From an optimization exercise on the open Yosys and OpenROAD flow, aimed at small area, a short achievable clock period and few clock cycles; shortcuts taken in it are not production practice. RTL that was checked went through simulation tests only; none was proved equivalent to the original.

==> module demosaic, before the edit <==
module demosaic(clk, reset, in_en, data_in, wr_r, addr_r, wdata_r, rdata_r, wr_g, addr_g, wdata_g, rdata_g, wr_b, addr_b, wdata_b, rdata_b, done);
input clk;
input reset;
input in_en;
input [7:0] data_in;
output reg wr_r;
output reg [13:0] addr_r;
output reg [7:0] wdata_r;
input [7:0] rdata_r;
output reg wr_g;
output reg [13:0] addr_g;
output reg [7:0] wdata_g;
input [7:0] rdata_g;
output reg wr_b;
output reg [13:0] addr_b;
output reg [7:0] wdata_b;
input [7:0] rdata_b;
output reg done;
localparam M_STREAM = 2'd0, M_LAST = 2'd1, M_POST = 2'd2;
reg [1:0] mode;
reg [13:0] pos;
reg pre;          
reg last;         
reg q0, q1, q2;   
reg [7:0] mo_p, mo_q, uo;    
reg [8:0] vr;                
reg [9:0] vm;                
reg [7:0] to_q, me_b;        
reg [8:0] p1, p2;            
reg [7:0] te;                
reg [8:0] w_a, w_b;          
wire stream = (mode == M_STREAM);
wire [5:0] rb = pos[13:8];
wire [5:0] cb = pos[6:1];
wire [5:0] radj = rb + (pos[7] ? 6'h3f : 6'h01);
wire [5:0] cadj = cb + (stream ? 6'h3f : 6'h01);
wire [5:0] c6p2 = cb + 6'd2;
wire is_r = ~pos[7] &  pos[0];
wire is_b =  pos[7] & ~pos[0];
wire is_g = ~(is_r | is_b);
wire post = (mode == M_POST) & ~done;
wire [5:0] s  = rb;
wire [5:0] c6 = cb;
wire [5:0] sm = radj;          
wire fin = q1 & last & (s == 6'd63);    
wire [8:0] rl = mo_p + mo_q;
wire [9:0] rd = vm + rdata_b;
wire [7:0] sum_r = q0 ? rl[8:1] : q1 ? vr[8:1] : rd[9:2];
wire [9:0] tg = p1 + p2;
wire [7:0] sum_g = tg[9:2];
wire [8:0] bl = te + rdata_r;
wire [9:0] bd = w_a + w_b;
wire [7:0] sum_b = q0 ? bl[8:1] : q1 ? bd[9:2] : w_b[8:1];
always @(posedge clk or posedge reset) begin
    if (reset) begin
        mode <= M_STREAM;
        done <= 1'b0;
    end else begin
        case (mode)
            M_STREAM: if (in_en && (&pos)) mode <= M_LAST;
            M_LAST:   mode <= M_POST;
            default:  if (post && fin) done <= 1'b1;
        endcase
    end
end
always @(posedge clk) begin
    if (reset) begin
        pos <= 14'd0;
        wr_r <= 1'b0; wr_g <= 1'b0; wr_b <= 1'b0;
    end else if (mode == M_STREAM) begin
        wr_r <= in_en; wr_g <= in_en; wr_b <= in_en;
        if (in_en) pos <= pos + 14'd1;
    end else if (mode == M_LAST) begin
        wr_r <= 1'b0; wr_g <= 1'b0; wr_b <= 1'b0;
        pos <= {6'd0, 1'b0, 6'd63, 1'b0};
        pre <= 1'b1; last <= 1'b0;
        q0 <= 1'b1; q1 <= 1'b0; q2 <= 1'b0;
    end else if (post) begin
        q0 <= q2 | (q1 & last);
        q1 <= q0;
        q2 <= q1 & ~last;
        if (q0 & last) pos[13:8] <= sm;        
        if (q1 & last) begin
            pre <= 1'b1; last <= 1'b0;
        end
        if (q2) begin
            pre <= 1'b0; pos[6:1] <= cadj; last <= (c6 == 6'd62);
        end
        wr_r <= (q0 & ~pre) | (q1 & ~last & ~pre) | q2;
        wr_g <= (q0 & ~pre & ~last) | q2;
        wr_b <= (q0 & ~pre & ~last) | (q1 & ~last & ~pre) | q2;
    end else begin
        wr_r <= 1'b0; wr_g <= 1'b0; wr_b <= 1'b0;
    end
end
always @(posedge clk) begin
    if (q0) te <= rdata_r;
    if (q1) begin
        mo_p <= mo_q; mo_q <= rdata_g;
        to_q <= rdata_b;
    end
    if (q2) uo <= rdata_b;
    if (q2) me_b <= rdata_g;
    else if (q0 & pre) me_b <= rdata_b;    
end
always @(posedge clk) begin
    w_b <= q0 ? rdata_r + rdata_g : w_b;
    w_a <= w_b;                         
    vr  <= uo + mo_q;                   
    vm  <= vr + rdata_g;                
    p1  <= me_b + to_q;                 
    p2  <= rdata_r + (q1 ? rdata_b : rdata_g);
end
reg ra_r, ra_g, c_r, c_g, c_b;       
reg ra_b;
reg c2_g;                            
reg r0_r, r0_g, r0_b, k0_r, k0_g, k0_b;    
always @(*) begin
    if (stream) begin
        ra_r = is_g; ra_g = is_b; ra_b = is_r;
        c_r = ~is_r; c_g = ~is_g; c_b = ~is_b; c2_g = 1'b0;
        r0_r = pos[7]; r0_g = pos[7]; r0_b = pos[7];
        k0_r = pos[0]; k0_g = pos[0]; k0_b = pos[0];
    end else if (q0) begin           
        ra_r = 1'b1; ra_g = 1'b1; ra_b = 1'b0;
        c_r = 1'b0; c_g = 1'b0; c_b = 1'b0; c2_g = 1'b0;
        r0_r = 1'b0; r0_g = 1'b0; r0_b = 1'b1;
        k0_r = 1'b0; k0_g = 1'b1; k0_b = 1'b1;
    end else if (q1 & ~last) begin   
        ra_r = 1'b0; ra_g = 1'b1; ra_b = 1'b1;
        c_r = 1'b0; c_g = 1'b0; c_b = 1'b0; c2_g = 1'b1;
        r0_r = 1'b1; r0_g = 1'b0; r0_b = 1'b0;
        k0_r = 1'b1; k0_g = 1'b0; k0_b = 1'b1;
    end else if (q2) begin           
        ra_r = 1'b0; ra_g = 1'b0; ra_b = 1'b1;
        c_r = 1'b1; c_g = 1'b1; c_b = 1'b1; c2_g = 1'b0;
        r0_r = 1'b1; r0_g = 1'b1; r0_b = 1'b0;
        k0_r = 1'b0; k0_g = 1'b0; k0_b = 1'b0;
    end else begin                   
        ra_r = 1'b0; ra_g = 1'b0; ra_b = 1'b1;
        c_r = 1'b0; c_g = 1'b0; c_b = 1'b0; c2_g = 1'b0;
        r0_r = 1'b1; r0_g = 1'b1; r0_b = 1'b0;
        k0_r = 1'b0; k0_g = 1'b0; k0_b = 1'b0;
    end
end
always @(posedge clk) begin
    if (mode[0]) begin
        addr_r <= {7'd1, 7'd126}; addr_g <= {7'd1, 7'd126}; addr_b <= {7'd2, 7'd126};
    end else begin
        addr_r <= {ra_r ? radj : rb, r0_r, c_r ? cadj : cb, k0_r};
        addr_g <= {ra_g ? radj : rb, r0_g, c2_g ? c6p2 : c_g ? cadj : cb, k0_g};
        addr_b <= {ra_b ? radj : rb, r0_b, c_b ? cadj : cb, k0_b};
    end
    if (stream) begin
        wdata_r <= data_in; wdata_g <= data_in; wdata_b <= data_in;
    end else begin
        wdata_r <= sum_r; wdata_g <= sum_g; wdata_b <= sum_b;
    end
end
endmodule
clock: 5.5 ns
lec_check: 0
cap_margin: 20
core_margin: 2
core_utilization: 40
cts_buf_list: sky130_fd_sc_hd__clkbuf_8
setup_slack_margin: 3.2
slew_margin: 20
standard.sh (not shown) runs the stock make flow with config.mk's settings and CLKGATE_MAP_FILE= SYNTH_SCRIPT=/design/flow/synth_recipe.tcl, a recipe that flattens the netlist after the stock synthesis.
==> flow/flow/run.sh <==
#!/bin/bash
# Standard layout, but with small port buffers instead of the delay-cell
# default that buffer_ports picks.
cp standard.sh standard_sh_copy.log
export BUFFER_PORTS_ARGS="-buffer_cell sky130_fd_sc_hd__buf_1"
bash standard.sh > standard.log 2>&1
Rerun with:
--- a/flow/design.v
+++ b/flow/design.v
@@ -32,20 +32,21 @@
 wire stream = (mode == M_STREAM);
 wire [5:0] rb = pos[13:8];
 wire [5:0] cb = pos[6:1];
 wire [5:0] radj = rb + (pos[7] ? 6'h3f : 6'h01);
 wire [5:0] cadj = cb + (stream ? 6'h3f : 6'h01);
 wire [5:0] c6p2 = cb + 6'd2;
+wire [5:0] smp1 = rb + 6'd2;
 wire is_r = ~pos[7] &  pos[0];
 wire is_b =  pos[7] & ~pos[0];
 wire is_g = ~(is_r | is_b);
 wire post = (mode == M_POST) & ~done;
 wire [5:0] s  = rb;
 wire [5:0] c6 = cb;
 wire [5:0] sm = radj;          
-wire fin = q1 & last & (s == 6'd63);    
+wire fin = q1 & last & (s == 6'd62);
 wire [8:0] rl = mo_p + mo_q;
 wire [9:0] rd = vm + rdata_b;
 wire [7:0] sum_r = q0 ? rl[8:1] : q1 ? vr[8:1] : rd[9:2];
 wire [9:0] tg = p1 + p2;
 wire [7:0] sum_g = tg[9:2];
 wire [8:0] bl = te + rdata_r;
@@ -76,15 +77,14 @@
         pre <= 1'b1; last <= 1'b0;
         q0 <= 1'b1; q1 <= 1'b0; q2 <= 1'b0;
     end else if (post) begin
         q0 <= q2 | (q1 & last);
         q1 <= q0;
         q2 <= q1 & ~last;
-        if (q0 & last) pos[13:8] <= sm;        
         if (q1 & last) begin
-            pre <= 1'b1; last <= 1'b0;
+            pos[13:8] <= sm; pre <= 1'b1; last <= 1'b0;
         end
         if (q2) begin
             pre <= 1'b0; pos[6:1] <= cadj; last <= (c6 == 6'd62);
         end
         wr_r <= (q0 & ~pre) | (q1 & ~last & ~pre) | q2;
         wr_g <= (q0 & ~pre & ~last) | q2;
@@ -109,50 +109,50 @@
     vr  <= uo + mo_q;                   
     vm  <= vr + rdata_g;                
     p1  <= me_b + to_q;                 
     p2  <= rdata_r + (q1 ? rdata_b : rdata_g);
 end
 reg ra_r, ra_g, c_r, c_g, c_b;       
-reg ra_b;
+reg [1:0] ra_b;                      
 reg c2_g;                            
 reg r0_r, r0_g, r0_b, k0_r, k0_g, k0_b;    
 always @(*) begin
     if (stream) begin
-        ra_r = is_g; ra_g = is_b; ra_b = is_r;
+        ra_r = is_g; ra_g = is_b; ra_b = {1'b0, is_r};
         c_r = ~is_r; c_g = ~is_g; c_b = ~is_b; c2_g = 1'b0;
         r0_r = pos[7]; r0_g = pos[7]; r0_b = pos[7];
         k0_r = pos[0]; k0_g = pos[0]; k0_b = pos[0];
     end else if (q0) begin           
-        ra_r = 1'b1; ra_g = 1'b1; ra_b = 1'b0;
+        ra_r = 1'b1; ra_g = 1'b1; ra_b = 2'd0;
         c_r = 1'b0; c_g = 1'b0; c_b = 1'b0; c2_g = 1'b0;
         r0_r = 1'b0; r0_g = 1'b0; r0_b = 1'b1;
         k0_r = 1'b0; k0_g = 1'b1; k0_b = 1'b1;
     end else if (q1 & ~last) begin   
-        ra_r = 1'b0; ra_g = 1'b1; ra_b = 1'b1;
+        ra_r = 1'b0; ra_g = 1'b1; ra_b = 2'd1;
         c_r = 1'b0; c_g = 1'b0; c_b = 1'b0; c2_g = 1'b1;
         r0_r = 1'b1; r0_g = 1'b0; r0_b = 1'b0;
         k0_r = 1'b1; k0_g = 1'b0; k0_b = 1'b1;
     end else if (q2) begin           
-        ra_r = 1'b0; ra_g = 1'b0; ra_b = 1'b1;
+        ra_r = 1'b0; ra_g = 1'b0; ra_b = 2'd1;
         c_r = 1'b1; c_g = 1'b1; c_b = 1'b1; c2_g = 1'b0;
         r0_r = 1'b1; r0_g = 1'b1; r0_b = 1'b0;
         k0_r = 1'b0; k0_g = 1'b0; k0_b = 1'b0;
     end else begin                   
-        ra_r = 1'b0; ra_g = 1'b0; ra_b = 1'b1;
+        ra_r = 1'b1; ra_g = 1'b1; ra_b = 2'd2;
         c_r = 1'b0; c_g = 1'b0; c_b = 1'b0; c2_g = 1'b0;
         r0_r = 1'b1; r0_g = 1'b1; r0_b = 1'b0;
         k0_r = 1'b0; k0_g = 1'b0; k0_b = 1'b0;
     end
 end
 always @(posedge clk) begin
     if (mode[0]) begin
         addr_r <= {7'd1, 7'd126}; addr_g <= {7'd1, 7'd126}; addr_b <= {7'd2, 7'd126};
     end else begin
         addr_r <= {ra_r ? radj : rb, r0_r, c_r ? cadj : cb, k0_r};
         addr_g <= {ra_g ? radj : rb, r0_g, c2_g ? c6p2 : c_g ? cadj : cb, k0_g};
-        addr_b <= {ra_b ? radj : rb, r0_b, c_b ? cadj : cb, k0_b};
+        addr_b <= {ra_b[1] ? smp1 : ra_b[0] ? radj : rb, r0_b, c_b ? cadj : cb, k0_b};
     end
     if (stream) begin
         wdata_r <= data_in; wdata_g <= data_in; wdata_b <= data_in;
     end else begin
         wdata_r <= sum_r; wdata_g <= sum_g; wdata_b <= sum_b;
     end
After rerunning: Area after synthesis climbs by about 1.3%. Critical path depth is unchanged. Wire length went up by about 3%. Clock-buffer cell count came out higher by 1. Clock skew is about the same. Design area is about the same. Hold slack gets better by 9.2 ps.
Testbench counts after the change, summed over its fixed seeds: cycles 457,744.
Function not checked in the first run of this note: the RTL went through the layout flow alone.

what the ideal ports hide:
The results above use ideal ports. As a check the final layouts listed here were re-extracted and re-timed, cells and wires unchanged.
Step 1 sets driving cells, clkbuf_16 on the clock port and buf_2 on the other inputs (assumed; they add their load-dependent delay and slew).
Step 2 times the ports against the registers' clock, not the clock port: input delays grow and output delays shrink by t, the midpoint of the rising clock arrivals with the driver on.
Slacks: ideal ports / drivers / drivers and shift; pairs: ideal ports / drivers.
run | t, ns | slack for setup (ns) | hold WS [ns] | latest minus earliest clock arrival (ns) | worst data-port slew with drivers (ns)
the first run | 0.506 | 3.100 / 3.107 / 2.601 | 0.403 / 0.403 / 0.403 | 0.024 / 0.023 | 0.07
the second run | 0.510 | 3.195 / 3.191 / 2.681 | 0.412 / 0.412 / 0.412 | 0.020 / 0.020 | 0.07
After both steps every run listed still meets setup and hold. For the second run, which loses most, drivers alone change the setup slack by -0.004 ns; drivers and shift together by -0.514 ns.
